This is an optimization exercise on Yosys and OpenROAD, whose aim is small area, a short achievable clock period and few clock cycles per item, not a production implementation. RTL that was checked went through simulation tests only; none was proved equivalent to the original. Power figures rest on the tool's default switching activity, not on a simulated workload.

old:
// SQRTLOG
module SQRTLOG #(parameter NBITS = 20, M = 10, N = 10)
              (input logic clock, reset,
               input logic [1:0] op,
               input logic [NBITS-1:0] data_in,
               output logic done,
               output logic [NBITS-1:0] data_out);
For scale: ~45 flip-flops, roughly 45 I/O pins, about 0.0078 sq mm of cells after synthesis.
==> module SQRTLOG, before the edit <==
module SQRTLOG #(parameter NBITS = 20, M = 10, N = 10)
              (input logic clock, reset,
               input logic [1:0] op,
               input logic [NBITS-1:0] data_in,
               output logic done,
               output logic [NBITS-1:0] data_out);
  logic [16:0] w;
  logic [9:0]  f;
  logic [4:0]  ext;
  logic [16:0] r;
  assign f   = w[9:0];
  assign ext = w[14:10];
  assign r   = w;
  logic [1:0]  pr;      
  logic [1:0]  opr;     
  logic [3:0]  cnt;     
  logic [19:0] n16, n8, n4, n2, n1;
  logic [4:0]  lz;
  always_comb begin
    lz[4] = ~|data_in[19:4];
    n16   = lz[4] ? {data_in[3:0], 16'd0} : data_in;
    lz[3] = ~|n16[19:12];
    n8    = lz[3] ? {n16[11:0], 8'd0} : n16;
    lz[2] = ~|n8[19:16];
    n4    = lz[2] ? {n8[15:0], 4'd0} : n8;
    lz[1] = ~|n4[19:18];
    n2    = lz[1] ? {n4[17:0], 2'd0} : n4;
    lz[0] = ~n2[19];
    n1    = lz[0] ? {n2[18:0], 1'b0} : n2;
  end
  logic [9:0] f0;
  assign f0 = n1[18:9];                         
  logic [24:0] a0;
  logic [13:0] t308, t710;
  always_comb begin
    case (lz)
      5'd0: begin t308 = 14'h0ad4; t710 = 14'h18f6; end
      5'd1: begin t308 = 14'h09a0; t710 = 14'h1630; end
      5'd2: begin t308 = 14'h086c; t710 = 14'h136a; end
      5'd3: begin t308 = 14'h0738; t710 = 14'h10a4; end
      5'd4: begin t308 = 14'h0604; t710 = 14'h0dde; end
      5'd5: begin t308 = 14'h04d0; t710 = 14'h0b18; end
      5'd6: begin t308 = 14'h039c; t710 = 14'h0852; end
      5'd7: begin t308 = 14'h0268; t710 = 14'h058c; end
      5'd8: begin t308 = 14'h0134; t710 = 14'h02c6; end
      5'd9: begin t308 = 14'h0000; t710 = 14'h0000; end
      5'd10: begin t308 = 14'h3ecc; t710 = 14'h3d3a; end
      5'd11: begin t308 = 14'h3d98; t710 = 14'h3a74; end
      5'd12: begin t308 = 14'h3c64; t710 = 14'h37ae; end
      5'd13: begin t308 = 14'h3b30; t710 = 14'h34e8; end
      5'd14: begin t308 = 14'h39fc; t710 = 14'h3222; end
      5'd15: begin t308 = 14'h38c8; t710 = 14'h2f5c; end
      5'd16: begin t308 = 14'h3794; t710 = 14'h2c96; end
      5'd17: begin t308 = 14'h3660; t710 = 14'h29d0; end
      5'd18: begin t308 = 14'h352c; t710 = 14'h270a; end
      5'd19: begin t308 = 14'h33f8; t710 = 14'h2444; end
      default: begin t308 = 'x; t710 = 'x; end
    endcase
    case (op)
      2'd2:    a0 = {{11{t308[13]}}, t308};
      2'd3:    a0 = {{11{t710[13]}}, t710};
      default: a0 = {15'($signed(6'sd9 - $signed({1'b0, lz}))), 10'd0};
    endcase
  end
  logic        podd, nz;
  logic [3:0]  top4, cur2;
  logic [4:0]  pos;
  logic [3:0]  cnt_sq0;
  logic [16:0] r0;
  logic [19:0] q0;
  assign podd    = ~lz[0];
  assign nz      = n1[19];
  assign top4    = podd ? {1'b1, f0[9:7]} : {2'b01, f0[9:8]};
  assign cur2    = {top4[3:2] - 2'd1, top4[1:0]};
  assign pos     = 5'd19 - lz;
  assign cnt_sq0 = 4'd3 + {1'b0, pos[4:2], pos[1]};
  always_comb begin
    if (!nz) begin
      r0 = '0; q0 = '0;
    end else if (cur2 >= 4'd5) begin
      r0 = {13'd0, cur2 - 4'd5}; q0 = 20'd3;
    end else begin
      r0 = {13'd0, cur2}; q0 = 20'd2;
    end
  end
  logic [16:0] rn;
  logic        qb;
  assign rn = {r[14:0], pr} + {data_out[14:0] ^ {15{~r[16]}}, 2'b11};
  assign qb = ~rn[16];
  logic [1:0] prn;
  always_comb begin
    prn = 2'b00;
    for (int j = 5; j < 15; j++)
      if (cnt == 4'(j + 1)) prn = data_in[2*j-9 -: 2];
  end
  logic [11:0] s;
  logic        b;
  logic [9:0]  fn;
  sqstep u_sq (.f(f), .s(s));
  assign b  = s[11] | s[10];
  assign fn = b ? {s[11], s[9:1]} : s[9:0];
  logic [24:0] acc, a2, a2k, an;
  logic [9:0]  kk;
  logic [10:0] c;
  logic [10:10] ic;
  assign kk  = (opr == 2'd2) ? 10'd308 : (opr == 2'd3) ? 10'd710 : 10'd0;
  assign acc = {ext, data_out};
  assign a2  = {acc[23:0], 1'b0};
  always_comb begin
    c[0] = 1'b0;
    for (int i = 0; i < 10; i++) begin
      a2k[i] = a2[i] ^ kk[i] ^ c[i];
      c[i+1] = kk[i] ? (a2[i] | c[i]) : (a2[i] & c[i]);
    end
    ic[10] = c[10] | (opr == 2'd1);
    for (int i = 10; i < 25; i++)
      a2k[i] = a2[i] ^ (ic[10] & (&(a2[24:10] | (15'h7fff << (i - 10)))));
  end
  assign an = b ? a2k : a2;
  always_ff @(posedge clock) begin
    if (reset) begin
      done <= (op != 2'd0) && (f0 == 10'd0);
      pr   <= podd ? f0[6:5] : f0[7:6];
      opr  <= op;
      if (op == 2'd0) begin
        w        <= r0;
        data_out <= q0;
        cnt      <= cnt_sq0;
      end else begin
        w        <= {2'b00, a0[24:20], f0};
        data_out <= a0[19:0];
        cnt      <= 4'd9;
      end
    end else begin
      cnt <= cnt - 4'd1;
      pr  <= prn;
      if (opr == 2'd0)
        w <= rn;
      else
        w <= {2'b00, an[24:20], fn};
      if (!done) begin
        if (cnt == 4'd0) done <= 1'b1;
        if (opr == 2'd0)
          data_out <= {data_out[18:0], qb};
        else if (cnt == 4'd0)
          data_out <= {{5{an[24]}}, an[24:10]};
        else
          data_out <= an[19:0];
      end
    end
  end
endmodule
export LEC_CHECK = 0
export CAP_MARGIN = 20
export CORE_MARGIN = 2
export CORE_UTILIZATION = 40
export SETUP_SLACK_MARGIN = 3
export SLEW_MARGIN = 20
create_clock -name core_clock -period 8.0 [get_ports {clock}]
run.sh (not shown) runs the stock make flow with config.mk's settings and CLKGATE_MAP_FILE= SYNTH_SCRIPT=/design/flow/synth_recipe.tcl, a recipe that flattens the netlist after the stock synthesis.
Testbench counts of old, summed over its fixed seeds: cycles 19,259, ops 1,920.
Edits applied to the flow inputs when going from old to new:
--- a/flow/design.v
+++ b/flow/design.v
@@ -28,14 +28,20 @@
     lz[0] = ~n2[19];
     n1    = lz[0] ? {n2[18:0], 1'b0} : n2;
   end
   logic [9:0] f0;
   assign f0 = n1[18:9];                         
+  logic [4:0] lzp;
+  always_comb begin
+    lzp = 5'd31;
+    for (int i = 0; i < 20; i++)
+      if (data_in[i]) lzp = 5'(19 - i);
+  end
   logic [24:0] a0;
   logic [13:0] t308, t710;
   always_comb begin
-    case (lz)
+    case (lzp)
       5'd0: begin t308 = 14'h0ad4; t710 = 14'h18f6; end
       5'd1: begin t308 = 14'h09a0; t710 = 14'h1630; end
       5'd2: begin t308 = 14'h086c; t710 = 14'h136a; end
       5'd3: begin t308 = 14'h0738; t710 = 14'h10a4; end
       5'd4: begin t308 = 14'h0604; t710 = 14'h0dde; end
@@ -57,25 +63,32 @@
       default: begin t308 = 'x; t710 = 'x; end
     endcase
     case (op)
       2'd2:    a0 = {{11{t308[13]}}, t308};
       2'd3:    a0 = {{11{t710[13]}}, t710};
-      default: a0 = {15'($signed(6'sd9 - $signed({1'b0, lz}))), 10'd0};
+      default: a0 = {15'($signed(6'sd9 - $signed({1'b0, lzp}))), 10'd0};
     endcase
   end
-  logic        podd, nz;
+  logic [21:0] dx;
   logic [3:0]  top4, cur2;
-  logic [4:0]  pos;
+  logic [1:0]  pr0;
   logic [3:0]  cnt_sq0;
   logic [16:0] r0;
   logic [19:0] q0;
-  assign podd    = ~lz[0];
-  assign nz      = n1[19];
-  assign top4    = podd ? {1'b1, f0[9:7]} : {2'b01, f0[9:8]};
-  assign cur2    = {top4[3:2] - 2'd1, top4[1:0]};
-  assign pos     = 5'd19 - lz;
-  assign cnt_sq0 = 4'd3 + {1'b0, pos[4:2], pos[1]};
+  logic        nz;
+  assign dx = {data_in, 2'b00};                 
+  always_comb begin
+    top4 = '0; pr0 = '0; cnt_sq0 = 4'd3;
+    for (int k = 0; k < 10; k++)
+      if (data_in[2*k+1 -: 2] != 2'b00) begin
+        top4    = dx[2*k+3 -: 4];
+        pr0     = (k >= 2) ? dx[2*k-1 -: 2] : 2'b00;
+        cnt_sq0 = 4'(3 + k);
+      end
+  end
+  assign nz   = |data_in;
+  assign cur2 = {top4[3:2] - 2'd1, top4[1:0]};
   always_comb begin
     if (!nz) begin
       r0 = '0; q0 = '0;
     end else if (cur2 >= 4'd5) begin
       r0 = {13'd0, cur2 - 4'd5}; q0 = 20'd3;
@@ -118,11 +131,11 @@
   end
   assign an = b ? a2k : a2;
   always_ff @(posedge clock) begin
     if (reset) begin
       done <= (op != 2'd0) && (f0 == 10'd0);
-      pr   <= podd ? f0[6:5] : f0[7:6];
+      pr   <= pr0;
       opr  <= op;
       if (op == 2'd0) begin
         w        <= r0;
         data_out <= q0;
         cnt      <= cnt_sq0;
### Flow results
- The non-clock buffer count reported for new is smaller than that of old by 21.
- Diff old -> new: global-route usage has increased, power has increased, number of clock buffers inserted by TritonCTS has remained practically unchanged, mean routed wirelength per cell has increased, arithmetic-cell share of the synthesized area counting full adders, half adders and majority gates has decreased.
- Flip-flop and latch share of the layout cell area: new vs old, no meaningful difference
- new vs old — synthesized cell count rose about 11%.
- Taking old as the reference, in new period utilization shows no meaningful change; fraction of the yosys area taken by sequential cells went down by 0.71 points.
- Cmp new and old / number of cells on the critical path / lower: old
- Compared with old, new shows a higher area of the die.
- Cmp new and old / area growth from synthesis to layout / lower: new
Only the layout flow was run in new; the RTL was not checked for function there.

[afterwards: timing with drivers on the ports]
The results above use ideal ports. As a check the final layouts listed here were re-extracted and re-timed, cells and wires unchanged.
Step 1: set_driving_cell puts a clkbuf_16 on clock and a buf_2 on each other input, an assumption about the parent block.
Step 2, shift: input delay + t, output delay - t, t = (earliest + latest rising clock arrival at the registers) / 2. This alone moves slack from input paths to output paths.
Slacks: ideal ports / drivers / drivers and shift; pairs: ideal ports / drivers.
run | t, ns | slack for setup (ns) | pins driven straight from the clock port
old | 0.344 | 3.094 / 3.115 / 2.772 | 1
new | 0.337 | 3.083 / 3.083 / 2.813 | 1
After both steps every run listed still meets setup and hold. The setup slack of old, which loses most, moves by +0.021 ns with the drivers and by -0.322 ns with both steps.
